This is an optimization exercise on Yosys and OpenROAD, whose aim is small area, not a production implementation. The RTL was checked by simulation tests, not by an equivalence proof against the original design. No activity file was given, so power comes from the tool's default toggle rates.

==> flow/design.v (outline; a module is shown in full before it is edited, if it fits) <==
// module REG8_hold: 12 lines
// module REG24_hold: 12 lines
// module FA: 6 lines
// module HA: 6 lines
// module PE_c3: 396 lines
// module PE_c4: 153 lines
// module CSUM_out: 15 lines
// module PEreg_c1: 13 lines
// module PEreg_c2: 11 lines
// module PEreg_c3: 18 lines
// module PEreg_c4: 16 lines
// module Arr4x4: 108 lines
module Arr4x4(Err_mac, Err_mult,
             w1_in, w2_in, w3_in, w4_in,
             a1_in, a2_in, a3_in, a4_in,
             w1_out, w2_out, w3_out, w4_out,
             a1_out, a2_out, a3_out, a4_out,
             c1_out, c2_out, c3_out, c4_out,
             clk, rst_n, hold);
  // ...
==> flow/flow/run.sh <==
#!/bin/bash
# Standard layout, with one netlist step added after synthesis: invpush7.py
# removes inverters around full-adder cells (a full adder is self-dual, and a
# nand2 of two signals is a nor2 of their complements), which
# leaves the logic and every register unchanged. Ports are buffered with buf_1.
set -euo pipefail
W=$(pwd)
R=$W/orfs/results/$FLOW_PLATFORM/Arr4x4/base
bash standard.sh synth > $W/synth.log 2>&1
python3 $W/flow/invpush7.py $R/1_2_yosys.v $R/1_2_yosys_invpush.v 6 150000 > $W/invpush.log 2>&1
cp $R/1_2_yosys.v $W/1_2_yosys_standard.v
mv $R/1_2_yosys_invpush.v $R/1_2_yosys.v
rm -f $R/1_synth.odb $R/1_synth.sdc
bash standard.sh "BUFFER_PORTS_ARGS=-buffer_cell sky130_fd_sc_hd__buf_1" REMOVE_ABC_BUFFERS=1 finish > $W/layout.log 2>&1
==> flow/standard.sh <==
#!/bin/bash
# synth_recipe.tcl (not shown) runs the flow's synth.tcl, then flattens the netlist and writes it again
# the make line also repeats each setting of config.mk as NAME=value (left out here)
make -C /OpenROAD-flow-scripts/flow DESIGN_CONFIG=/design/flow/config.mk WORK_HOME=/design/flow/orfs CLKGATE_MAP_FILE= SYNTH_SCRIPT=/design/flow/synth_recipe.tcl "${@:-finish}"
==> flow/config.mk <==
export PLATFORM = sky130hd
export DESIGN_NAME = Arr4x4
export DESIGN_NICKNAME = Arr4x4
export VERILOG_FILES = /design/flow/design.v
export SDC_FILE = /design/flow/constraint.sdc
export NUM_CORES = 4
export LEC_CHECK = 0
export ABC_AREA = 1
export CAP_MARGIN = 5
export CORE_MARGIN = 2
export CORE_UTILIZATION = 60
export CTS_BUF_LIST = sky130_fd_sc_hd__clkbuf_16
export CTS_CLUSTER_DIAMETER = 100
export CTS_CLUSTER_SIZE = 25
export SLEW_MARGIN = 5
==> flow/constraint.sdc <==
create_clock -name core_clock -period 7.5 [get_ports {clk}]
set_input_delay 1.5000 -clock core_clock [delete_from_list [all_inputs] [get_ports {clk}]]
set_output_delay 1.5000 -clock core_clock [all_outputs]
set_load 0.01 [all_outputs]
Not shown: flow/flow/invpush7.py
==> summary.md, run 1 <==
| Metric | Value |
|---|---|
| Die Height | 266 um |
| Largest net degree at the start of global routing | between 150 and 200 |
| Final worst path period need | 7140 ps |
| Dpl hpwl | 92.8 mm |
| Met2 Use GR | between 50 and 60% |
| Post-DR wirelength/cell | around 23 um |
| M1 WL | 43.8 mm |
| Setup slack, reg-to-reg | 360 ps |
| Final Worst Setup Slack | 355 ps |
| Power per cell area | 321 nW/um2 |
| NonClk Buf Share | between 3 and 4% |
| CTS buffer count | 25 |
| PortBufs | 258 |
| Status | timing/DRC/antenna clean |
| Most frequent cells in the layout | fa_1, nor2_1, nand2_1 |
| Finished Layout Cells | 4,758 |
| CP max stage delay | 520 ps |
| Flip-flop and latch count | 454 |
| Placed instance count | 4,715 |
| Worst setup EP type | flop |
| Detail Route Antenna Nets | 0 |
| Grt total ovfl | 0 |
| Seq. pwr | ~3.6 mW |
| DRC violations left | 0 |
| CP Launch Type | flop |
| Clock-pin slew on the worst setup and hold paths | 100 ps |
| Crit path buf inv count | 1 |
| Fillers | 5,475 |
| Placement Setup Slack | 242 ps |
| Worst EP required | 8040 ps |
| Skew-Pair Late Insertion Delay | 610 ps |
| Leading power group | combinational cells |
| Worst min path class | reg -> reg |
| Seq/total area | 26.3% |
| Post-Syn Area | 41,100 um2 |
==> run 2, diff against run 1 <==
--- a/flow/config.mk
+++ b/flow/config.mk
@@ -11,5 +11,5 @@
 export CORE_UTILIZATION = 60
 export CTS_BUF_LIST = sky130_fd_sc_hd__clkbuf_16
 export CTS_CLUSTER_DIAMETER = 100
-export CTS_CLUSTER_SIZE = 25
+export CTS_CLUSTER_SIZE = 30
 export SLEW_MARGIN = 5
==> summary.md, run 2 <==
| Metric | Value |
|---|---|
| Initial Utilization | 60.8% |
| Via density | between 5 and 6 |
| Slew HR | 33.9% |
| Part of the cycle the worst path needs | 95.3% |
| DRC violations left | 0 (unchanged) |
| YS warnings | 5 |
| DIE WIDTH | 266 um |
| Worst min path class | reg -> reg |
| Crit path max fanout | 56 |
| NetSw | just over 6 mW |
| Combinational group share of total power | between 60% and 70% |
| Cell row count | 95 |
| Worst setup EP type | flop |
| Post-Syn Area | 41,100 um2 (unchanged) |
| Worst EP arrival | between 7000 and 8000 ps |
| Largest net degree at the start of global routing | 173 (unchanged) |
| Synthesized area per cell | 11.1 um2 |
| Post-DR wirelength/cell | 23.0 um (about the same) |
| Grt total ovfl | 0 (unchanged) |
| CTS buffer count | 24 (-4.0%) |
| Placed cell area | 42,500 um2 |
| Layout Skew | 27.3 ps |
| Detail Route Antenna Nets | 0 (unchanged) |
| PortBufs | 258 (unchanged) |
| Max clock buf depth | 3 |
| Layout Nets | about 5,000 |
| Htree depth | 1 |
| Clock-pin slew on the worst setup and hold paths | 110 ps (about the same) |
| Clock sinks | about 450 |
| Status | timing/DRC/antenna clean |
| CP Launch Type | flop |
| Fin. Hold Viols | 0 |
| Clock root buffer | clkbuf_16 |
| Final setup viols | 0 |
| Worst reg2reg path startpoint | regH1.out$_DFF_PN0_ |
| Most frequent cells in the layout | fa_1, nor2_1, nand2_1 |
| Reg power frac | 25.5% |
| Die Height | 266 um (unchanged) |
| Total Wirelength | 110 mm |
| Die Area | approximately 71,000 um2 |
| Power per cell area | 324 nW/um2 (+0.76%) |
| Global-route wire length before repair | about 170 mm |
| Layout area overhead | 5.57% |
| Cts hold-fix bufs | 0 |
| Worst Setup Path Type | reg -> reg |
| Total Power | roughly 14 mW |
| Skew-Pair Late Insertion Delay | 620 ps (about the same) |
| Share of cells above drive strength 1 | 3.45% |
| Worst hold slack | approximately 360 ps |
| Initial DRC count | 2,613 |
| Sw Ratio | a little over two fifths |
| Fillers | 5,450 (-0.46%) |
| Worst-margin pin slew | 992 ps |
| Clock power frac | 11.8% |
| Pleak | 19.7 nW |
| # resized after CTS | 0 |
| Max-cap violation count | 0 |
| CP startpoint | regH1.out$_DFF_PN0_ |
| Post-CTS setup-driven buffer insertion count | 0 |
| Final setup TNS | 0 ps |
| CTS tree | yes |
| Vias in the first global route | just under 30,000 |
| Final worst path period need | 7150 ps (+3.63 ps) |
| Worst EP required | 8050 ps (about the same) |
| Commonest non-fill, non-tap cell in the layout | fa_1 |
| Total number of vias | between 20,000 and 30,000 |
| Dpl hpwl | 92.8 mm (unchanged) |
| Util after Layout | 64.2% |
| RSZ-0062 raised after global routing | no |
| Hold_sp | PE11.regA.out[3]$_DFF_PN0_ |
| Final GP Congestion | 1.00 |
| Mapped Cells | between 3,000 and 4,000 |
| Initial antenna violation count | 7 |
| Finished Cell Area | 43,400 um2 |
| Final slew viol count | 0 |
| Fmax achieved | approximately 0.14 GHz |
| Core area | approximately 68,000 um2 |
| Num ports | 259 |
| VDD IR max | approximately 0.0003 V |
| Detailed-router iteration count before antenna repair | 8 |
| GR Util All Layers | between 30% and 40% |
| Internal cell power | 7.92 mW |
-- run 2: area by class of cell --
class	count	area, um2	area share (%)
repair buffers	296	1310	3.02
flip-flops and latches	454	11400	26.2
diodes	1	2.50	0.00577
inverters	370	1390	3.21
multi-input cells	2722	27300	63.0
well taps	873	1090	2.52
clock buffers	25	626	1.44
clock inverters	15	235	0.543
-- run 2: worst paths after layout --
check                                              end  slack (ps)  cells after the start
max in group asynchronous  PE31.regE2.out[1]$_DFF_PN0_        5090                      2
max reg2reg                PE43.regC.out[16]$_DFF_PN0_         350                     22
min reg2reg                 PE21.regA.out[3]$_DFF_PN0_         360                      0
min in group asynchronous   PE44.regC.out[3]$_DFF_PN0_         960                      1
min                         PE21.regA.out[3]$_DFF_PN0_         360                      0
max                        PE43.regC.out[16]$_DFF_PN0_         350                     22
-- run 2: worst max-delay path, cell delays in order, from the launching register on --
cell	delay, ps
dfrtp_2	450
ha_2	360
buf_12	280
nand2_1	90
nand2_1	70
nand2_1	70
nand2_1	60
nand2_1	180
or2_1	310
fa_1	500
fa_1	520
fa_1	480
fa_1	480
fa_1	520
fa_1	440
fa_1	400
ha_1	200
fa_1	380
fa_1	380
fa_1	370
ha_1	200
xnor2_1	160
xor2_1	160
-- run 2: power groups by stage --
stage	Clock, mW	Sequential [mW]	Combinational [mW]
after global routing	1.76	3.63	10.4
after CTS	1.70	3.58	9.13
after floorplan	0	3.56	6.35
after detailed placement	0	3.63	9.04
final	1.65	3.58	8.81
after global placement	0	3.63	8.74
-- run 2: layer usage --
metal	up-vias	track usage, %	wire, um
li1	11400	-	-
met1	14200	47.0	43600
met2	1268	51.9	52600
met3	214	5.08	8470
met4	0	11.3	4940
met5	-	0	0
-- run 2: through the flow --
stage | instances | setup slack, ps
detailed placement | 4715 | 242
CTS | 4755 | 351
floorplan | 3546 | -668
global placement | 4715 | 331
finish | 4756 | 352
global route | 4755 | 32.7
==> run 3, diff against run 2 <==
==> flow/flow/run.sh (replaced) <==
#!/bin/bash
# Standard layout, with one netlist step added after synthesis: invpush9.py
# removes inverters around full-adder cells (a full adder is self-dual, and a
# nand2 of two signals is a nor2 of their complements), which
# leaves the logic and every register unchanged. Ports are buffered with buf_1.
set -euo pipefail
W=$(pwd)
R=$W/orfs/results/$FLOW_PLATFORM/Arr4x4/base
bash standard.sh synth > $W/synth.log 2>&1
python3 $W/flow/invpush9.py $R/1_2_yosys.v $R/1_2_yosys_invpush.v 6 150000 > $W/invpush.log 2>&1
cp $R/1_2_yosys.v $W/1_2_yosys_standard.v
mv $R/1_2_yosys_invpush.v $R/1_2_yosys.v
rm -f $R/1_synth.odb $R/1_synth.sdc
bash standard.sh "BUFFER_PORTS_ARGS=-buffer_cell sky130_fd_sc_hd__buf_1" REMOVE_ABC_BUFFERS=1 finish > $W/layout.log 2>&1
==> flow/flow/invpush9.py (new file) <==
#!/usr/bin/env python3
"""Remove inverters around full-adder cells in a flat Yosys netlist.

A full adder is self-dual: FA(~a, ~b, ~c) = (~sum, ~cout). Synthesis leaves
inverters on many full-adder inputs and outputs. This pass flips the polarity
of full adders (the inversion moves from inputs to outputs or back) whenever
that lowers the cell area: an inverter that is no longer needed is removed, a
single-load driver gate is swapped for its complement (xor2/xnor2, nand2/and2,
nor2/or2) instead of adding an inverter, and an xor2/xnor2 load takes the
inversion by swapping type, and a single-load nand2/nor2 whose input
complements already exist is swapped for nor2/nand2 of the complements.
After a greedy pass, simulated annealing over the flips (fixed seed) looks for
a better polarity assignment; the best netlist seen is kept. Then and2/or2
gates become nor2/nand2 of their inputs' complements where those exist (or
where one added inverter serves two or more gates). Last, combinational cells
that synthesis upsized go back to their smallest size (the layout's repair
steps resize and buffer where needed). The logic function does not change;
registers are not touched.

usage: invpush9.py IN.v OUT.v [temperature] [steps]
"""
import random
import re
import sys
from collections import defaultdict

P = "sky130_fd_sc_hd__"
OUT_PINS = {"X", "Y", "Q", "Q_N", "SUM", "COUT", "HI", "LO"}
INV_RE = re.compile(P + r"(inv|clkinv)_\d+$")
FA_RE = re.compile(P + r"fa_\d+$")
AREA = {"inv_1": 3.7536, "xor2_1": 8.7584, "xnor2_1": 8.7584, "nand2_1": 3.7536,
        "and2_1": 6.256, "and2_0": 6.256, "nor2_1": 3.7536, "or2_1": 6.256, "or2_0": 6.256}
# complement cell (same inputs, inverted output) and output pin names
COMP = {"xor2_1": ("xnor2_1", "X", "Y"), "xnor2_1": ("xor2_1", "Y", "X"),
        "nand2_1": ("and2_1", "Y", "X"), "and2_1": ("nand2_1", "X", "Y"),
        "and2_0": ("nand2_1", "X", "Y"),
        "nor2_1": ("or2_1", "Y", "X"), "or2_1": ("nor2_1", "X", "Y"), "or2_0": ("nor2_1", "X", "Y")}
# cells where inverting one input equals taking the complement cell
INPUT_COMP = {"xor2_1", "xnor2_1"}
INV_A = AREA["inv_1"]

DOWNSIZE = int(__import__('os').environ.get('DOWNSIZE', '1'))
LIB = '/OpenROAD-flow-scripts/flow/platforms/sky130hd/lib/sky130_fd_sc_hd__tt_025C_1v80.lib'
DONT = set()
src = open(sys.argv[1]).read()
src = re.sub(r"^\s*\(\*.*?\*\)\s*\n", "", src, flags=re.M)
m = re.search(r"^module\s+(\S+)\s*\(", src, re.M)
mod_start = m.start()
end = src.index("endmodule", mod_start)
body = src[mod_start:end]

cell_re = re.compile(r"^  (" + P + r"\w+)\s+(\S+)\s*\((.*?)\);\n", re.M | re.S)
pin_re = re.compile(r"\.(\w+)\(([^()]*)\)")
cells = {}
order = []
spans = []
for cm in cell_re.finditer(body):
    typ, name, pins = cm.group(1), cm.group(2), cm.group(3)
    cells[name] = [typ, {p: n.strip() for p, n in pin_re.findall(pins)}]
    order.append(name)
    spans.append((cm.start(), cm.end()))
rest = body
for s, e in reversed(spans):
    rest = rest[:s] + rest[e:]
fixed = set()
for am in re.finditer(r"assign\s+(.*?);", rest, re.S):
    for tok in re.findall(r"\\\S+(?:\s*\[\d+\])?|[A-Za-z_][\w$]*(?:\s*\[\d+\])?", am.group(1)):
        fixed.add(tok.strip())
for pm in re.finditer(r"^\s*(input|output|inout)\s+(?:\[(\d+):(\d+)\]\s+)?(\S+)\s*;", rest, re.M):
    nm = pm.group(4)
    if pm.group(2) is not None:
        a, b = int(pm.group(2)), int(pm.group(3))
        for i in range(min(a, b), max(a, b) + 1):
            fixed.add(f"{nm} [{i}]")
            fixed.add(f"{nm}[{i}]")
    else:
        fixed.add(nm)

drv = {}
loads = defaultdict(set)
for name, (typ, pd) in cells.items():
    for p, n in pd.items():
        if p in OUT_PINS:
            drv[n] = (name, p)
        else:
            loads[n].add((name, p))

cnt = [0]
new_wires = []


def fresh():
    cnt[0] += 1
    w = f"_ip_{cnt[0]}_"
    new_wires.append(w)
    return w


def short(c):
    return cells[c][0][len(P):]


def is_inv(c):
    return c in cells and INV_RE.match(cells[c][0])


def outnet(c):
    for p, n in cells[c][1].items():
        if p in OUT_PINS:
            return n


def inv_of(net):
    for (c, p) in loads.get(net, ()):
        if is_inv(c) and outnet(c) not in fixed:
            return c
    return None


def connect(c, p, net):
    old = cells[c][1][p]
    loads[old].discard((c, p))
    cells[c][1][p] = net
    loads[net].add((c, p))


def remove(c):
    for p, n in cells[c][1].items():
        if p in OUT_PINS:
            drv.pop(n, None)
        else:
            loads[n].discard((c, p))
    del cells[c]


def add_inv(a, y=None):
    cnt[0] += 1
    name = f"_ip_inv_{cnt[0]}_"
    if y is None:
        y = fresh()
    cells[name] = [P + "inv_1", {"A": a, "Y": y}]
    loads[a].add((name, "A"))
    drv[y] = (name, "Y")
    order.append(name)
    return name, y


def swap_type(c):
    """replace c by its complement cell, keeping its output net name"""
    typ, pd = cells[c]
    new, op, np_ = COMP[short(c)]
    n = pd.pop(op)
    pd[np_] = n
    cells[c][0] = P + new
    drv[n] = (c, np_)


DEMORGAN = {"nand2_1": "nor2_1", "nor2_1": "nand2_1"}


def comp_net(i):
    """a net that carries ~i without new cells, or None"""
    if i in fixed:
        j = inv_of(i)
        return outnet(j) if j else None
    d = drv.get(i)
    if d and is_inv(d[0]):
        return cells[d[0]][1]["A"]
    j = inv_of(i)
    return outnet(j) if j else None


def demorgan_ok(c):
    if short(c) not in DEMORGAN:
        return False
    pd = cells[c][1]
    return comp_net(pd["A"]) is not None and comp_net(pd["B"]) is not None


def demorgan_gain(c):
    """area freed by inverters that lose their last load when c swaps inputs"""
    pd = cells[c][1]
    g = 0.0
    for p in ("A", "B"):
        i = pd[p]
        d = drv.get(i)
        if d and is_inv(d[0]) and len(loads[i]) == 1 and i not in fixed:
            g += INV_A
    return g


def demorgan(c):
    pd = cells[c][1]
    na, nb = comp_net(pd["A"]), comp_net(pd["B"])
    olds = [pd["A"], pd["B"]]
    connect(c, "A", na)
    connect(c, "B", nb)
    cells[c][0] = P + DEMORGAN[short(c)]
    for i in olds:
        d = drv.get(i)
        if d and is_inv(d[0]) and not loads[i] and i not in fixed:
            remove(d[0])


def in_cost(n):
    """area change to make ~n available for one load that now takes n"""
    if n in fixed:
        return INV_A
    d = drv.get(n)
    if d and is_inv(d[0]):
        return -INV_A if len(loads[n]) == 1 else 0.0
    if d and len(loads[n]) == 1 and demorgan_ok(d[0]):
        return -demorgan_gain(d[0])
    if d and short(d[0]) in COMP and len(loads[n]) == 1:
        new = COMP[short(d[0])][0]
        return AREA[new] - AREA[short(d[0])]
    if inv_of(n) is not None:
        return 0.0
    return INV_A


def out_cost(o):
    """area change when the net o (driven by a flipped FA) changes polarity"""
    g = 0.0
    other = o in fixed
    for (c, q) in loads[o]:
        if is_inv(c) and outnet(c) not in fixed:
            g -= INV_A
        elif short(c) in INPUT_COMP:
            g += 0.0
        else:
            other = True
    if other:
        g += INV_A
    return g


def gain(f):
    pd = cells[f][1]
    ins = [pd["A"], pd["B"], pd["CIN"]]
    cost = 0.0
    seen = defaultdict(int)
    for n in ins:
        seen[n] += 1
    for n, k in seen.items():
        d = drv.get(n)
        if d and is_inv(d[0]) and n not in fixed:
            cost += -INV_A if len(loads[n]) == k else 0.0
        elif k == 1:
            cost += in_cost(n)
        else:
            cost += INV_A if inv_of(n) is None else 0.0
    cost += out_cost(pd["SUM"]) + out_cost(pd["COUT"])
    return -cost


def flip(f):
    pd = cells[f][1]
    for p in ("A", "B", "CIN"):
        n = pd[p]
        d = drv.get(n)
        if d and is_inv(d[0]) and n not in fixed:
            i = d[0]
            connect(f, p, cells[i][1]["A"])
            if not loads[n]:
                remove(i)
        elif d and len(loads[n]) == 1 and n not in fixed and demorgan_ok(d[0]):
            demorgan(d[0])
        elif d and short(d[0]) in COMP and len(loads[n]) == 1 and n not in fixed \
                and AREA[COMP[short(d[0])][0]] - AREA[short(d[0])] < INV_A and inv_of(n) is None:
            swap_type(d[0])
        else:
            j = inv_of(n)
            if j is None:
                j, _ = add_inv(n)
            connect(f, p, outnet(j))
    for p in ("SUM", "COUT"):
        o = pd[p]
        no = fresh()
        drv.pop(o, None)
        pd[p] = no
        drv[no] = (f, p)
        keep = o in fixed
        for (c, q) in list(loads[o]):
            if is_inv(c) and outnet(c) not in fixed:
                y = outnet(c)
                for (c2, q2) in list(loads[y]):
                    connect(c2, q2, no)
                remove(c)
            elif short(c) in INPUT_COMP:
                connect(c, q, no)
                swap_type(c)
            else:
                keep = True
        if keep:
            add_inv(no, o)


def area():
    return sum(AREA.get(short(c), 0.0) for c in cells)


def ninv():
    return sum(1 for c in cells if is_inv(c))


before = (ninv(), area())
rng = random.Random(1)
fas = [c for c in cells if FA_RE.match(cells[c][0])]
for it in range(200):
    changed = 0
    for f in fas:
        if f in cells and gain(f) > 1e-6:
            flip(f)
            changed += 1
    if not changed:
        break


def snapshot():
    return ({k: [v[0], dict(v[1])] for k, v in cells.items()}, list(order), list(new_wires))


def restore(s):
    cells.clear()
    cells.update({k: [v[0], dict(v[1])] for k, v in s[0].items()})
    order[:] = s[1]
    new_wires[:] = s[2]
    drv.clear()
    loads.clear()
    for name, (typ, pd) in cells.items():
        for p, n in pd.items():
            if p in OUT_PINS:
                drv[n] = (name, p)
            else:
                loads[n].add((name, p))


def fa_neighbours(f):
    """full adders joined to f by a net, directly or through one inverter"""
    out = set()
    pd = cells[f][1]
    for p in ("A", "B", "CIN"):
        n = pd[p]
        d = drv.get(n)
        if d and is_inv(d[0]):
            d = drv.get(cells[d[0]][1]["A"])
        if d and FA_RE.match(cells[d[0]][0]):
            out.add(d[0])
    for p in ("SUM", "COUT"):
        for (c, q) in loads[pd[p]]:
            if is_inv(c):
                for (c2, q2) in loads[outnet(c)]:
                    if FA_RE.match(cells[c2][0]):
                        out.add(c2)
            elif FA_RE.match(cells[c][0]):
                out.add(c)
    out.discard(f)
    return out


# neighbourhood moves: flip a full adder even at a loss, then flip its
# neighbours greedily; keep the result only if the total area went down
for rnd in range(3):
    improved = 0
    for f in fas:
        if f not in cells:
            continue
        a0 = area()
        s = snapshot()
        flip(f)
        for g in sorted(fa_neighbours(f)):
            if g in cells and gain(g) > 1e-6:
                flip(g)
        for g in fas:
            pass
        if area() < a0 - 1e-6:
            improved += 1
        else:
            restore(s)
    if not improved:
        break
    for f in fas:
        if f in cells and gain(f) > 1e-6:
            flip(f)



def cleanup():
    for c in list(cells):
        if c in cells and is_inv(c) and not loads[outnet(c)] and outnet(c) not in fixed:
            remove(c)


# simulated annealing over full-adder flips; keep the best netlist seen
cleanup()
best_area = area()
best = snapshot()
T0 = float(sys.argv[3]) if len(sys.argv) > 3 else 2.0
steps = int(sys.argv[4]) if len(sys.argv) > 4 else 20000
live = [f for f in fas if f in cells]
for step in range(steps):
    T = T0 * (1 - step / steps) + 1e-3
    f = rng.choice(live)
    g = gain(f)
    if g > 1e-6 or rng.random() < pow(2.718, g / T):
        flip(f)
    if step % 2000 == 1999:
        cleanup()
        a = area()
        if a < best_area - 1e-6:
            best_area = a
            best = snapshot()
# finish greedily from the best state
restore(best)
for it in range(50):
    ch = 0
    for f in fas:
        if f in cells and gain(f) > 1e-6:
            flip(f)
            ch += 1
    if not ch:
        break
cleanup()
if area() > best_area + 1e-6:
    restore(best)


# and2(x, y) = nor2(~x, ~y) and or2(x, y) = nand2(~x, ~y): where the complements
# exist (or one inverter makes them exist for several gates) use the smaller cell
DM2 = {"and2_1": "nor2_1", "and2_0": "nor2_1", "or2_1": "nand2_1", "or2_0": "nand2_1"}


def dm2_convert(c):
    pd = cells[c][1]
    na, nb = comp_net(pd["A"]), comp_net(pd["B"])
    olds = [pd["A"], pd["B"]]
    connect(c, "A", na)
    connect(c, "B", nb)
    o = pd.pop("X")
    pd["Y"] = o
    drv[o] = (c, "Y")
    cells[c][0] = P + DM2[short(c)]
    for i in olds:
        d = drv.get(i)
        if d and is_inv(d[0]) and not loads[i] and i not in fixed:
            remove(d[0])


for rnd in range(3):
    conv = 0
    for c in list(cells):
        if c in cells and short(c) in DM2:
            pd = cells[c][1]
            if comp_net(pd["A"]) is not None and comp_net(pd["B"]) is not None:
                dm2_convert(c)
                conv += 1
    # nets whose missing complement blocks two or more such gates: add an inverter
    want = defaultdict(list)
    for c in list(cells):
        if short(c) in DM2:
            pd = cells[c][1]
            ca, cb = comp_net(pd["A"]), comp_net(pd["B"])
            if ca is None and cb is not None:
                want[pd["A"]].append(c)
            elif cb is None and ca is not None:
                want[pd["B"]].append(c)
    for n, cs in want.items():
        if len(cs) >= 2 and n not in fixed:
            add_inv(n)
            for c in cs:
                if c in cells and short(c) in DM2 and comp_net(cells[c][1]["A"]) is not None \
                        and comp_net(cells[c][1]["B"]) is not None:
                    dm2_convert(c)
                    conv += 1
    sys.stderr.write(f"and2/or2 to nor2/nand2: {conv}\n")
    if not conv:
        break
AREA["nand2_1"] = AREA["nand2_1"]

# cells that synthesis upsized for fanout go back to their smallest size; the
# layout's repair steps size and buffer them again where slew or timing needs it
if DOWNSIZE:
    import glob
    libcells = set(re.findall(r'cell\s*\(\s*"?(sky130_fd_sc_hd__\w+)"?\s*\)', open(LIB).read()))
    ds = 0
    for c in cells:
        t = cells[c][0]
        m2 = re.match(r"(" + P + r"\w+?)_(\d+)$", t)
        if not m2 or t.startswith(P + "dfrtp") or t.startswith(P + "fa_") or t.startswith(P + "ha_"):
            continue
        base, size = m2.group(1), int(m2.group(2))
        for s in (1, 0):
            if s < size and f"{base}_{s}" in libcells and f"{base}_{s}" not in DONT:
                cells[c][0] = f"{base}_{s}"
                ds += 1
                break
    sys.stderr.write(f"downsized {ds} cells\n")
after = (ninv(), area())
sys.stderr.write(f"invpush9: inverters {before[0]} -> {after[0]}, "
                 f"area of touched cell kinds {before[1]:.1f} -> {after[1]:.1f}\n")

decl = "".join(f"  wire {w};\n" for w in new_wires)
inst = []
for name in order:
    if name not in cells:
        continue
    typ, pd = cells[name]
    pins = ",\n".join(f"    .{p}({n}{' ' if n.startswith(chr(92)) else ''})" for p, n in pd.items())
    inst.append(f"  {typ} {name} (\n{pins}\n  );\n")
hdr_end = rest.index(";") + 1
out_body = rest[:hdr_end] + "\n" + decl + rest[hdr_end:]
out_body = out_body.rstrip() + "\n" + "".join(inst)
open(sys.argv[2], "w").write(src[:mod_start] + out_body + src[end:])
--- a/flow/config.mk
+++ b/flow/config.mk
@@ -11,5 +11,5 @@
 export CORE_UTILIZATION = 60
 export CTS_BUF_LIST = sky130_fd_sc_hd__clkbuf_16
 export CTS_CLUSTER_DIAMETER = 100
-export CTS_CLUSTER_SIZE = 30
+export CTS_CLUSTER_SIZE = 25
 export SLEW_MARGIN = 5
removed: flow/flow/invpush7.py
==> summary.md, run 3 <==
| Metric | Value |
|---|---|
| Worst EP required | 8050 ps (about the same) |
| Sw Ratio | 43.8% (+0.26 points) |
| Placement Setup Slack | 183 ps (-58.3 ps) |
| Skew-Pair Late Insertion Delay | 630 ps (about the same) |
| Max clock buf depth | 3 (unchanged) |
| Final GP Congestion | 0.975 (-2.7%) |
| Clock sinks | 454 (unchanged) |
| Cell row count | 95 (unchanged) |
| Synthesized area per cell | 11.0 um2 (-1.5%) |
| Reg power frac | 25.2% (-0.3 points) |
| GR Util All Layers | 33.4% (+0.61 points) |
| Clock root buffer | clkbuf_16 |
| Detailed-router iteration count before antenna repair | 6 (-2) |
| Worst Hold Path Cells | 0 (unchanged) |
| Combinational group share of total power | 63.9% (+1.2 points) |
| Mapped Cells | 3,690 (unchanged) |
| Worst EP arrival | 7760 ps (+60 ps) |
| DIE WIDTH | 264 um (-0.73%) |
| Layout area overhead | 6.71% |
| Total Wirelength | 110 mm (+0.68%) |
| NetSw | 6.17 mW (+1.0%) |
| Via density | 5.67 (-0.24%) |
| Commonest non-fill, non-tap cell in the layout | fa_1 |
| Worst setup EP type | flop |
| Most frequent cells in the layout | fa_1, nor2_1, nand2_1 |
| Clock-pin slew on the worst setup and hold paths | 100 ps (about the same) |
| Grt total ovfl | 0 (unchanged) |
| Htree depth | 1 (unchanged) |
| CP Launch Type | flop |
| Fmax achieved | 0.139 GHz (-0.96%) |
| Final slew viol count | 0 (unchanged) |
| Most frequent CP cell | fa_1 |
| CP delay by family, top | adder cells |
| Total Power | 14.1 mW (+0.39%) |
| Final setup viols | 0 (unchanged) |
| Layout Nets | 5,026 (+0.040%) |
| Worst-margin pin slew | 958 ps (-33.2 ps) |
| Critical path's slowest cell | fa_1 |
| Clock power frac | 10.9% (-0.9 points) |
| CP Depth | 21 (-4.5%) |
| Part of the cycle the worst path needs | 96.2% (+0.93 points) |
| Power per cell area | 326 nW/um2 (+0.81%) |
| Detail Route Antenna Nets | 0 (unchanged) |
| CTS tree | yes |
| Post-Syn Area | 40,500 um2 (-1.5%) |
| Die Area | 69,500 um2 (-1.5%) |
| CTS buffer count | 25 (+4.2%) |
| Crit path max fanout | 44 (-21%) |
| Initial antenna violation count | 6 (-1) |
| PortBufs | 258 (unchanged) |
| Global-route wire length before repair | 174 mm (+1.4%) |
| VDD IR max | 0.000507 V (+73%) |
| Placed instance count | 4,716 (+0.021%) |
| Slew HR | 36.1% (+2.2 points) |
| Die Height | 264 um (-0.73%) |
| Num ports | 259 (unchanged) |
| CP max stage delay | 530 ps (about the same) |
| Layout Skew | 28.3 ps (+1.04 ps) |
| Final worst path period need | 7220 ps (+69.5 ps) |
| Max-cap violation count | 0 (unchanged) |
| Fillers | 5,325 (-2.3%) |
| Initial DRC count | 2,117 (-19%) |
| Largest net degree at the start of global routing | 169 (-2.3%) |
| Internal cell power | 7.92 mW (about the same) |
| Status | timing/DRC/antenna clean |
| Total number of vias | 27,000 (-0.24%) |
| Finished Layout Cells | 4,756 (unchanged) |
| Initial Utilization | 60.5% (-0.37 points) |
| Crit path buf inv count | 4 (+3) |
| Final Worst Setup Slack | 282 ps (-69.5 ps) |
| Pleak | 19.6 nW (-0.31%) |
| Share of cells above drive strength 1 | 2.01% (-1.4 points) |
| Worst Setup Path Type | reg -> reg |
| Depth of the most critical reg-to-reg path | 21 (-4.5%) |
| Worst min path class | reg -> reg |
| Dpl hpwl | 92.9 mm (+0.14%) |
| DRC violations left | 0 (unchanged) |
| CP Cell Sequence | buf_12 -> inv_1 -> buf_12 -> nor2_1 -> nor3_1 -> inv_1 -> nor2_1 -> fa_1 -> fa_1 -> fa_1 -> fa_1 -> fa_1 -> fa_1 -> fa_1 -> ha_1 -> fa_1 -> fa_1 -> fa_1 -> ha_1 -> xnor2_1 -> xor2_1 |
| YS warnings | 5 (unchanged) |
| Core area | 66,900 um2 (-0.88%) |
| RSZ-0062 raised after global routing | no |
| Vias in the first global route | 30,200 (+1.9%) |
| Post-DR wirelength/cell | 23.2 um (+0.68%) |
| Fin. Hold Viols | 0 (unchanged) |
[run 3: per-stage QoR]
step	hold slack (ps)	area (um2)	setup TNS [ps]	util (%)
5_1_grt	352	43200	0	64.5
4_1_cts	346	43200	0	64.5
3_5_place_dp	335	42400	0	63.4
2_1_floorplan	331	39900	-6180	-
6_report	341	43200	0	64.5
3_3_place_gp	331	42400	0	63.4
[run 3: layout make-up]
cell class	instances	area [um2]	area share (%)
clock inverter	13	146	0.339
sequential	454	11400	26.3
tap	873	1090	2.53
timing repair buffer	297	1380	3.20
inverter	370	1390	3.22
antenna	2	5.00	0.0116
multi-input combinational	2722	27200	62.9
clock buffer	25	626	1.45
[run 3: metal layers]
metal	vias up	share of wire [%]	track usage, %
li1	11400	-	-
met1	14200	39	45.5
met2	1141	50	55.6
met3	243	6.5	4.76
met4	0	4.4	12.0
met5	-	0	0
[run 3: power groups by stage]
| stage | clock network, mW | registers (mW) | logic [mW] |
|---|---|---|---|
| final | 1.53 | 3.55 | 9.01 |
| after detailed placement | 0 | 3.60 | 9.16 |
| after CTS | 1.57 | 3.55 | 9.27 |
| after global placement | 0 | 3.59 | 8.77 |
| after global routing | 1.65 | 3.60 | 10.5 |
| after floorplan | 0 | 3.55 | 6.34 |
[run 3: worst paths after layout]
path,start,to,slack [ps]
setup / recovery,regH1.out$_DFF_PN0_,PE43.regC.out[16]$_DFF_PN0_,280
hold / removal,PE21.regA.out[6]$_DFF_PN0_,PE31.regA.out[6]$_DFF_PN0_,340
setup reg to reg,regH1.out$_DFF_PN0_,PE43.regC.out[16]$_DFF_PN0_,280
hold reg to reg,PE21.regA.out[6]$_DFF_PN0_,PE31.regA.out[6]$_DFF_PN0_,340
max in group asynchronous,rst_n,PE13.regC.out[13]$_DFF_PN0_,5270
min in group asynchronous,rst_n,PE44.regW.out[3]$_DFFE_PN0N_,970
[run 3: repair_timing]
| item | in CTS | in global routing |
|---|---|---|
| hold buffers | 0 | 0 |
| setup buffers | 0 | 0 |
| endpoints found under the setup margin | 0 | 1 |
| resized for setup | 0 | 1 |
==> run 4, diff against run 3 <==
--- a/flow/flow/invpush9.py
+++ b/flow/flow/invpush9.py
@@ -40,7 +40,7 @@
 INV_A = AREA["inv_1"]
 
 DOWNSIZE = int(__import__('os').environ.get('DOWNSIZE', '1'))
-LIB = '/OpenROAD-flow-scripts/flow/platforms/sky130hd/lib/sky130_fd_sc_hd__tt_025C_1v80.lib'
+LIB = __import__('os').path.join(__import__('os').environ.get('FLOW_HOME', '/OpenROAD-flow-scripts/flow'), 'platforms/sky130hd/lib/sky130_fd_sc_hd__tt_025C_1v80.lib')
 DONT = set()
 src = open(sys.argv[1]).read()
 src = re.sub(r"^\s*\(\*.*?\*\)\s*\n", "", src, flags=re.M)
--- a/flow/config.mk
+++ b/flow/config.mk
@@ -12,4 +12,5 @@
 export CTS_BUF_LIST = sky130_fd_sc_hd__clkbuf_16
 export CTS_CLUSTER_DIAMETER = 100
 export CTS_CLUSTER_SIZE = 25
+export PLACE_DENSITY = 0.72
 export SLEW_MARGIN = 5
==> summary.md, run 4 <==
| Metric | Value |
|---|---|
| Status | timing/DRC/antenna clean |
| Total Power | 13.8 mW (-1.8%) |
| Grt total ovfl | 0 (unchanged) |
| Final GP Congestion | 1.02 (+5.1%) |
| Mapped Cells | 3,690 (unchanged) |
| Worst EP required | 8040 ps (about the same) |
| Slew HR | 34.4% (-1.7 points) |
| Synthesized area per cell | 11.0 um2 (unchanged) |
| Worst setup EP type | flop |
| Via density | 5.63 (-0.83%) |
| Total number of vias | 26,800 (-0.58%) |
| Cell row count | 95 (unchanged) |
| Worst-margin pin slew | 984 ps (+25.1 ps) |
| DRC violations left | 0 (unchanged) |
| Die Height | 264 um (unchanged) |
| Largest net degree at the start of global routing | 205 (+21%) |
| Max-cap violation count | 0 (unchanged) |
| Combinational group share of total power | 62.3% (-1.6 points) |
| Final worst path period need | 7250 ps (+35.1 ps) |
| Placement Setup Slack | 260 ps (+76.2 ps) |
| Die Area | 69,500 um2 (unchanged) |
| Detailed-router iteration count before antenna repair | 6 (unchanged) |
| Post-Syn Area | 40,500 um2 (unchanged) |
| Part of the cycle the worst path needs | 96.7% (+0.47 points) |
| VDD IR max | 0.000270 V (-47%) |
| Internal cell power | 7.90 mW (-0.23%) |
| Worst Setup Path Type | reg -> reg |
| NetSw | 5.93 mW (-3.9%) |
| Fmax achieved | 0.138 GHz (-0.48%) |
| Final setup viols | 0 (unchanged) |
| Clock sinks | 454 (unchanged) |
| Finished Cell Area | 43,300 um2 (+0.20%) |
| Clock power frac | 12.1% (+1.2 points) |
| Dpl hpwl | 89.5 mm (-3.7%) |
| Final setup TNS | 0 ps (unchanged) |
| Initial antenna violation count | 0 (-6) |
| GR Util All Layers | 32.7% (-0.63 points) |
| Power per cell area | 320 nW/um2 (-2.0%) |
| Worst EP arrival | 7790 ps (+30 ps) |
| Worst min path class | reg -> reg |
| CTS tree | yes |
| Worst Hold Path Cells | 0 (unchanged) |
| Total Wirelength | 107 mm (-2.7%) |
| Util after Layout | 64.6% (+0.13 points) |
| Detail Route Antenna Nets | 0 (unchanged) |
| Post-DR wirelength/cell | 22.5 um (-2.9%) |
| Finished Layout Cells | 4,768 (+0.25%) |
| Commonest non-fill, non-tap cell in the layout | fa_1 |
| PortBufs | 258 (unchanged) |
| Initial Utilization | 60.5% (unchanged) |
| Pleak | 19.7 nW (+0.39%) |
| Layout Nets | 5,035 (+0.18%) |
| Initial DRC count | 2,118 (+0.047%) |
| Placed cell area | 42,400 um2 (about the same) |
| YS warnings | 5 (unchanged) |
| Clock root buffer | clkbuf_16 |
| Layout area overhead | 6.92% |
| Global-route wire length before repair | 170 mm (-2.6%) |
| Crit path max fanout | 28 (-36%) |
| Placed instance count | 4,724 (+0.17%) |
| Core area | 66,900 um2 (unchanged) |
| CTS buffer count | 26 (+4.0%) |
| Num ports | 259 (unchanged) |
| CP Launch Type | flop |
| Skew-Pair Late Insertion Delay | 620 ps (about the same) |
| Final slew viol count | 0 (unchanged) |
| Worst hold slack | 353 ps (+12.0 ps) |
| DIE WIDTH | 264 um (unchanged) |
| Fillers | 5,393 (+1.3%) |
| Clock-pin slew on the worst setup and hold paths | 90 ps (about the same) |
| Most frequent cells in the layout | fa_1, nor2_1, nand2_1 |
| RSZ-0062 raised after global routing | yes |
| Post-CTS setup-driven buffer insertion count | 0 (unchanged) |
| Layout Skew | 14.2 ps (-14.2 ps) |
| Max clock buf depth | 3 (unchanged) |
| Vias in the first global route | 29,400 (-2.6%) |
| Sw Ratio | 42.9% (-0.92 points) |
| Depth of the most critical reg-to-reg path | 22 (+4.8%) |
| Fin. Hold Viols | 0 (unchanged) |
| Htree depth | 1 (unchanged) |
| Share of cells above drive strength 1 | 2.39% (+0.38 points) |
| Final Worst Setup Slack | 247 ps (-35.1 ps) |
| Reg power frac | 25.6% (+0.4 points) |
[run 4: worst paths after layout]
check | start | endpoint | slack (ps)
worst max-delay path | regH1.out$_DFF_PN0_ | PE43.regC.out[16]$_DFF_PN0_ | 250
worst min-delay path | PE12.regA.out[1]$_DFF_PN0_ | PE22.regA.out[1]$_DFF_PN0_ | 350
worst max register to register | regH1.out$_DFF_PN0_ | PE43.regC.out[16]$_DFF_PN0_ | 250
worst min register to register | PE12.regA.out[1]$_DFF_PN0_ | PE22.regA.out[1]$_DFF_PN0_ | 350
max in group asynchronous | rst_n | PE24.regC.out[17]$_DFF_PN0_ | 5000
min in group asynchronous | rst_n | PE43.regC.out[7]$_DFF_PN0_ | 870
[run 4: power groups by stage]
stage               clock [mW]  combinational (mW)  sequential, mW
finish                    1.67                8.61            3.55
global route              1.79                10.1            3.60
CTS                       1.72                8.92            3.55
detailed placement           0                8.86            3.60
global placement             0                8.47            3.59
floorplan                    0                6.34            3.55
[run 4: critical path, cell delays in order (launching register included)]
cell and delay, ps:
dfrtp_1 400, ha_2 340, buf_4 330, nand2_1 90
nand2_1 80, nand2_1 60, nand2_1 70, nand2_1 240
or2_0 320, fa_1 420, fa_1 470, fa_1 490
fa_1 450, fa_1 570, fa_1 430, fa_1 470
ha_1 230, fa_1 380, fa_1 380, fa_1 370
ha_1 210, xnor2_1 170, xor2_1 190
[run 4: layout make-up]
| type | instances | area, um2 | share of cell area, % |
|---|---|---|---|
| Clock buffer | 27 | 676 | 1.56 |
| Antenna cell | 1 | 2.50 | 0.00578 |
| Inverter | 370 | 1390 | 3.21 |
| Sequential cell | 454 | 11400 | 26.3 |
| Timing Repair Buffer | 305 | 1370 | 3.16 |
| Multi-Input combinational cell | 2722 | 27200 | 62.8 |
| Clock inverter | 16 | 201 | 0.466 |
| Tap cell | 873 | 1090 | 2.52 |
[run 4: per-layer routing]
metal	part of all wire, %	vias up	GRT usage [%]
met1	40	14000	45.2
met5	0	-	0
li1	-	11400	-
met3	7.5	237	5.49
met4	4.6	0	12.2
met2	48	1175	53.1
[run 4: timing repair]
| item | in CTS | in global routing |
|---|---|---|
| resized for setup | 0 | 0 |
| hold buffers | 0 | 0 |
| setup endpoints to repair | 0 | 1 |
==> run 5, diff against run 4 <==
--- a/flow/config.mk
+++ b/flow/config.mk
@@ -12,5 +12,5 @@
 export CTS_BUF_LIST = sky130_fd_sc_hd__clkbuf_16
 export CTS_CLUSTER_DIAMETER = 100
 export CTS_CLUSTER_SIZE = 25
-export PLACE_DENSITY = 0.72
+export PLACE_DENSITY = 0.63
 export SLEW_MARGIN = 5
==> summary.md, run 5 <==
| Metric | Value |
|---|---|
| Detail Route Antenna Nets | 0 (unchanged) |
| Final GP Congestion | 0.976 (-4.8%) |
| Htree depth | 1 (unchanged) |
| VDD IR max | 0.000447 V (+66%) |
| Worst Setup Path Type | reg -> reg |
| Worst setup EP type | flop |
| Via density | 5.69 (+1.1%) |
| Fmax achieved | 0.138 GHz (+0.29%) |
| Placement Setup Slack | 213 ps (-46.8 ps) |
| Largest net degree at the start of global routing | 183 (-11%) |
| Worst hold slack | 353 ps (-0.716 ps) |
| Clock-pin slew on the worst setup and hold paths | 90 ps (about the same) |
| Clock sinks | 454 (unchanged) |
| Core area | 66,900 um2 (unchanged) |
| Power per cell area | 324 nW/um2 (+1.4%) |
| Clock root buffer | clkbuf_16 |
| Share of cells above drive strength 1 | 2.19% (-0.20 points) |
| Final setup viols | 0 (unchanged) |
| Max-cap violation count | 0 (unchanged) |
| Initial DRC count | 2,050 (-3.2%) |
| Num ports | 259 (unchanged) |
| Layout Nets | 5,028 (-0.14%) |
| Die Height | 264 um (unchanged) |
| DIE WIDTH | 264 um (unchanged) |
| Dpl hpwl | 92.5 mm (+3.3%) |
| Util after Layout | 64.6% (about the same) |
| Final slew viol count | 0 (unchanged) |
| RSZ-0062 raised after global routing | no |
| Die Area | 69,500 um2 (unchanged) |
| YS warnings | 5 (unchanged) |
| Pleak | 19.7 nW (-0.19%) |
| Worst EP arrival | 7780 ps (about the same) |
| Mapped Cells | 3,690 (unchanged) |
| Part of the cycle the worst path needs | 96.4% (-0.28 points) |
| GR Util All Layers | 33.2% (+0.53 points) |
| Final worst path period need | 7230 ps (-21.3 ps) |
| Slew HR | 31.5% (-2.9 points) |
| CTS tree | yes |
| Final Worst Setup Slack | 268 ps (+21.3 ps) |
| Grt total ovfl | 0 (unchanged) |
| CP Launch Type | flop |
| Fin. Hold Viols | 0 (unchanged) |
| Post-Syn Area | 40,500 um2 (unchanged) |
| Layout area overhead | 6.83% (about the same) |
| Synthesized area per cell | 11.0 um2 (unchanged) |
| Detailed-router iteration count before antenna repair | 6 (unchanged) |
| Vias in the first global route | 30,400 (+3.3%) |
| CTS buffer count | 26 (unchanged) |
| Initial antenna violation count | 9 (+9) |
| DRC violations left | 0 (unchanged) |
| Skew-Pair Late Insertion Delay | 640 ps (+20 ps) |
| Post-CTS setup-driven buffer insertion count | 0 (unchanged) |
| Worst min path class | reg -> reg |
| Worst EP required | 8040 ps (about the same) |
| Commonest non-fill, non-tap cell in the layout | fa_1 |
| Layout Skew | 22.8 ps (+8.58 ps) |
| Max clock buf depth | 3 (unchanged) |
| Most frequent cells in the layout | fa_1, nor2_1, nand2_1 |
| Worst-margin pin slew | 1030 ps (+43.4 ps) |
| Status | timing/DRC/antenna clean |
| Post-DR wirelength/cell | 23.1 um (+2.4%) |
| Initial Utilization | 60.5% (unchanged) |
| Total Wirelength | 110 mm (+2.2%) |
| Total number of vias | 27,100 (+0.98%) |
| Cell row count | 95 (unchanged) |
| PortBufs | 258 (unchanged) |
| Crit path max fanout | 44 (+57%) |
| Global-route wire length before repair | 174 mm (+2.4%) |
## run 5: final timing paths
kind | depth (start not counted) | slack (ps) | endpoint | start
worst min-delay path | 0 | 350 | PE31.regA.out[1]$_DFF_PN0_ | PE21.regA.out[1]$_DFF_PN0_
min in group asynchronous | 1 | 1000 | PE44.regC.out[6]$_DFF_PN0_ | rst_n
worst max register to register | 21 | 270 | PE33.regC.out[16]$_DFF_PN0_ | regH1.out$_DFF_PN0_
worst max-delay path | 21 | 270 | PE33.regC.out[16]$_DFF_PN0_ | regH1.out$_DFF_PN0_
worst min register to register | 0 | 350 | PE31.regA.out[1]$_DFF_PN0_ | PE21.regA.out[1]$_DFF_PN0_
max in group asynchronous | 2 | 5000 | PE21.regW.out[0]$_DFFE_PN0N_ | rst_n
## run 5: power breakdown
part | total [mW] | internal, mW | switching (mW)
logic | 8.81 | 3.98 | 4.83
registers | 3.55 | 3.23 | 0.317
clock network | 1.66 | 0.736 | 0.922
total | 14.0 | 7.95 | 6.06
## run 5: area by class of cell
type	instances	area (um2)
timing repair buffer	298	1330
sequential	454	11400
antenna	1	2.50
tap	873	1090
clock buffer	26	651
clock inverter	16	221
multi-input combinational	2722	27200
inverter	370	1390
fill	5391	23700
## run 5: what timing repair did
action                     4_1_cts  5_1_grt
hold buffers                     0        0
gates resized for setup          0        2
setup endpoints to repair        0        1
## run 5: metrics by stage
| step | TNS (ps) | cells | instance area (um2) | total power [mW] |
|---|---|---|---|---|
| after global routing | 0 | 4759 | 43200 | 15.7 |
| after detailed placement | 0 | 4717 | 42300 | 12.6 |
| after CTS | 0 | 4759 | 43200 | 14.3 |
| after global placement | 0 | 4717 | 42300 | 12.3 |
| final | 0 | 4760 | 43200 | 14.0 |
| after floorplan | -6180 | 3546 | 39900 | 9.89 |
## run 5: critical path, stage by stage (launching register included)
cell and delay (ps):
dfrtp_1 360, buf_4 480, inv_1 120, buf_4 230
nor2_1 110, nor3_1 60, inv_1 230, nor2_1 130
fa_1 580, fa_1 430, fa_1 460, fa_1 570
fa_1 450, fa_1 530, fa_1 430, ha_1 230
fa_1 390, fa_1 390, fa_1 380, ha_1 200
xnor2_1 180, xor2_1 180
## run 5: per-layer routing
layer | track usage, % | wire length [um] | share of wire [%]
met4 | 12.2 | 4850 | 4.4
met3 | 4.34 | 7240 | 6.6
met1 | 45.6 | 42800 | 39
met2 | 55.4 | 54900 | 50
met5 | 0 | 0 | 0
==> run 6, diff against run 5 <==
--- a/flow/config.mk
+++ b/flow/config.mk
@@ -8,9 +8,8 @@
 export ABC_AREA = 1
 export CAP_MARGIN = 5
 export CORE_MARGIN = 2
-export CORE_UTILIZATION = 60
+export CORE_UTILIZATION = 55
 export CTS_BUF_LIST = sky130_fd_sc_hd__clkbuf_16
 export CTS_CLUSTER_DIAMETER = 100
 export CTS_CLUSTER_SIZE = 25
-export PLACE_DENSITY = 0.63
 export SLEW_MARGIN = 5
==> summary.md, run 6 <==
| Metric | Value |
|---|---|
| DRC violations left | 0 (unchanged) |
| Initial antenna violation count | 10 (+1) |
| Grt total ovfl | 0 (unchanged) |
| Most frequent cells in the layout | fa_1, nor2_1, nand2_1 |
| Worst Setup Path Type | reg -> reg |
| Dpl hpwl | 96.7 mm (+4.6%) |
| Status | timing/DRC/antenna clean |
| Skew-Pair Late Insertion Delay | 620 ps (-20 ps) |
| Clock root buffer | clkbuf_16 |
| Diodes inserted | 0 (-1) |
| Final setup TNS | 0 ps (unchanged) |
| Worst reg2reg path startpoint | regH1.out$_DFF_PN0_ |
| Worst min path class | reg -> reg |
| Commonest non-fill, non-tap cell in the layout | fa_1 |
| Cts hold-fix bufs | 0 (unchanged) |
| GR Util All Layers | 31.8% (-1.5 points) |
| Core area | 72,800 um2 (+8.8%) |
| Post-CTS setup-driven buffer insertion count | 0 (unchanged) |
| Post-Syn Area | 40,500 um2 (unchanged) |
| Num ports | 259 (unchanged) |
| Power per cell area | 328 nW/um2 (+1.3%) |
| Htree depth | 1 (unchanged) |
| CTS tree | yes |
| Worst hold slack | 341 ps (-11.4 ps) |
| Detailed-router iteration count before antenna repair | 5 (-1) |
| Initial DRC count | 2,268 (+11%) |
| Layout area overhead | 7.20% |
| Mapped Cells | 3,690 (unchanged) |
| CP startpoint | regH1.out$_DFF_PN0_ |
| VDD IR max | 0.000300 V (-33%) |
| Final slew viol count | 0 (unchanged) |
| Pleak | 19.7 nW (+0.12%) |
| CP Launch Type | flop |
| Fin. Hold Viols | 0 (unchanged) |
| Worst EP required | 7990 ps (-50 ps) |
| Global-route wire length before repair | 178 mm (+2.1%) |
| PortBufs | 258 (unchanged) |
| Die Area | 75,700 um2 (+8.9%) |
| Max-cap violation count | 0 (unchanged) |
| RSZ-0062 raised after global routing | no |
| Final worst path period need | 7210 ps (-24.6 ps) |
| Initial Utilization | 55.6% (-4.9 points) |
| Total Wirelength | 114 mm (+4.2%) |
| Die Height | 275 um (+4.4%) |
| Detail Route Antenna Nets | 0 (unchanged) |
| Hold_sp | PE12.regA.out[7]$_DFF_PN0_ |
| YS warnings | 5 (unchanged) |
| Final setup viols | 0 (unchanged) |
| Via density | 5.55 (-2.4%) |
| Worst setup EP type | flop |
| Part of the cycle the worst path needs | 96.1% (-0.33 points) |
| Final GP Congestion | 0.975 (-0.13%) |
| DIE WIDTH | 275 um (+4.4%) |
| Layout Nets | 5,033 (+0.099%) |
| Worst EP arrival | 7700 ps (-80 ps) |
| Slew HR | 38.5% (+7.0 points) |
| Max clock buf depth | 3 (unchanged) |
| Crit path max fanout | 42 (-4.5%) |
| Post-DR wirelength/cell | 23.6 um (+2.3%) |
| Clock-pin slew on the worst setup and hold paths | 110 ps (+20 ps) |
| Synthesized area per cell | 11.0 um2 (unchanged) |
| Largest net degree at the start of global routing | 153 (-16%) |
| Clock sinks | 454 (unchanged) |
| CTS buffer count | 25 (-3.8%) |
| Worst-margin pin slew | 922 ps (-105 ps) |
| Share of cells above drive strength 1 | 2.24% (+0.050 points) |
| Fmax achieved | 0.139 GHz (+0.34%) |
| Total number of vias | 26,900 (-0.62%) |
| Vias in the first global route | 29,600 (-2.7%) |
| Cell row count | 99 (+4.2%) |
| Layout Skew | 41.6 ps (+18.9 ps) |
[run 6: final cells by class]
| cell class | instances | area, um2 |
|---|---|---|
| clock buffer | 25 | 626 |
| clock inverter | 14 | 196 |
| fill | 6121 | 29500 |
| inverter | 370 | 1390 |
| multi-input combinational | 2722 | 27200 |
| sequential | 454 | 11400 |
| tap | 959 | 1200 |
| timing repair buffer | 304 | 1420 |
[run 6: power by group]
| part | leakage [nW] | total, mW | switching [mW] | internal, mW |
|---|---|---|---|---|
| logic | 14.0 | 9.05 | 4.99 | 4.06 |
| registers | 5.30 | 3.57 | 0.336 | 3.23 |
| clock network | 0.406 | 1.63 | 0.895 | 0.731 |
| total | 19.7 | 14.2 | 6.22 | 8.03 |
[run 6: critical path, stage by stage, from the launching register on]
cell     delay, ps
dfrtp_1        430
ha_2           380
buf_12         220
nand2_1         70
nand2_1         70
nand2_1         60
nand2_1         70
nand2_1        240
or2_0          340
fa_1           430
fa_1           480
fa_1           510
fa_1           450
fa_1           570
fa_1           440
fa_1           470
ha_1           230
fa_1           380
fa_1           390
fa_1           370
ha_1           200
xnor2_1        130
xor2_1         140
[run 6: final timing paths]
kind | to | slack, ps | cells after the start
worst max-delay path | PE43.regC.out[16]$_DFF_PN0_ | 290 | 22
worst min-delay path | PE22.regA.out[7]$_DFF_PN0_ | 340 | 0
worst max register to register | PE43.regC.out[16]$_DFF_PN0_ | 290 | 22
worst min register to register | PE22.regA.out[7]$_DFF_PN0_ | 340 | 0
max in group asynchronous | PE23.regW.out[3]$_DFFE_PN0N_ | 5270 | 2
min in group asynchronous | PE44.regC.out[6]$_DFF_PN0_ | 940 | 1
[run 6: per-stage QoR]
stage | power [mW] | setup slack, ps | area (um2) | util (%) | cells
global route | 16.0 | 26.7 | 43400 | 59.5 | 4848
global placement | 12.5 | 56.3 | 42500 | 58.4 | 4809
finish | 14.2 | 293 | 43400 | 59.5 | 4848
floorplan | 9.89 | -581 | 39900 | - | 3546
CTS | 14.6 | 305 | 43400 | 59.5 | 4848
detailed placement | 12.9 | 177 | 42500 | 58.4 | 4809
[run 6: per-layer routing]
layer  GRT usage, %  wire length (um)  share of wire, %
met4           9.19              3860               3.4
met1           45.9             47800                42
met2           50.9             55000                48
met3           4.76              7650               6.7
met5              0                 0                 0
[run 6: what timing repair did]
action,in CTS,in global routing
gates resized for setup,0,2
hold endpoints to repair,0,0
setup endpoints to repair,0,1

-- static timing again, ports no longer ideal --
How much do the figures lean on ideal ports? The routed layouts below were timed once more, with nothing changed but the port constraints.
Step 1 (the two cells are an assumption about what drives the block):
set clk [get_ports {clk}]
set_driving_cell -lib_cell sky130_fd_sc_hd__clkbuf_16 $clk
set_driving_cell -lib_cell sky130_fd_sc_hd__buf_2 [delete_from_list [all_inputs] $clk]
Step 2 moves the port delays by t, midway between the first and last clock arrival at a register: inputs arrive t later, outputs are due t later. That takes back most of the time a late clock gives input paths.
Slacks: no drivers / after step 1 / after step 2; pairs: no drivers / after step 1.
run | shift t [ns] | setup WS [ns] | hold slack, ns | worst register clock-pin slew, ns | worst data-port slew with drivers (ns)
run 1 | 0.669 | 0.355 / 0.355 / 0.205 | 0.351 / 0.351 / 0.351 | 0.11 / 0.11 | 0.06
run 2 | 0.676 | 0.352 / 0.352 / 0.209 | 0.355 / 0.355 / 0.355 | 0.12 / 0.12 | 0.05
run 3 | 0.686 | 0.282 / 0.282 / 0.192 | 0.341 / 0.341 / 0.341 | 0.10 / 0.10 | 0.05
run 4 | 0.677 | 0.247 / 0.247 / 0.229 | 0.353 / 0.353 / 0.353 | 0.10 / 0.10 | 0.07
run 5 | 0.693 | 0.268 / 0.268 / 0.231 | 0.353 / 0.353 / 0.353 | 0.11 / 0.11 | 0.08
run 6 | 0.671 | 0.293 / 0.293 / 0.126 | 0.341 / 0.341 / 0.341 | 0.11 / 0.11 | 0.04
After both steps every run listed still meets setup and hold. The setup slack of run 6, which loses most, moves by 0.000 ns with the drivers and by -0.167 ns with both steps.
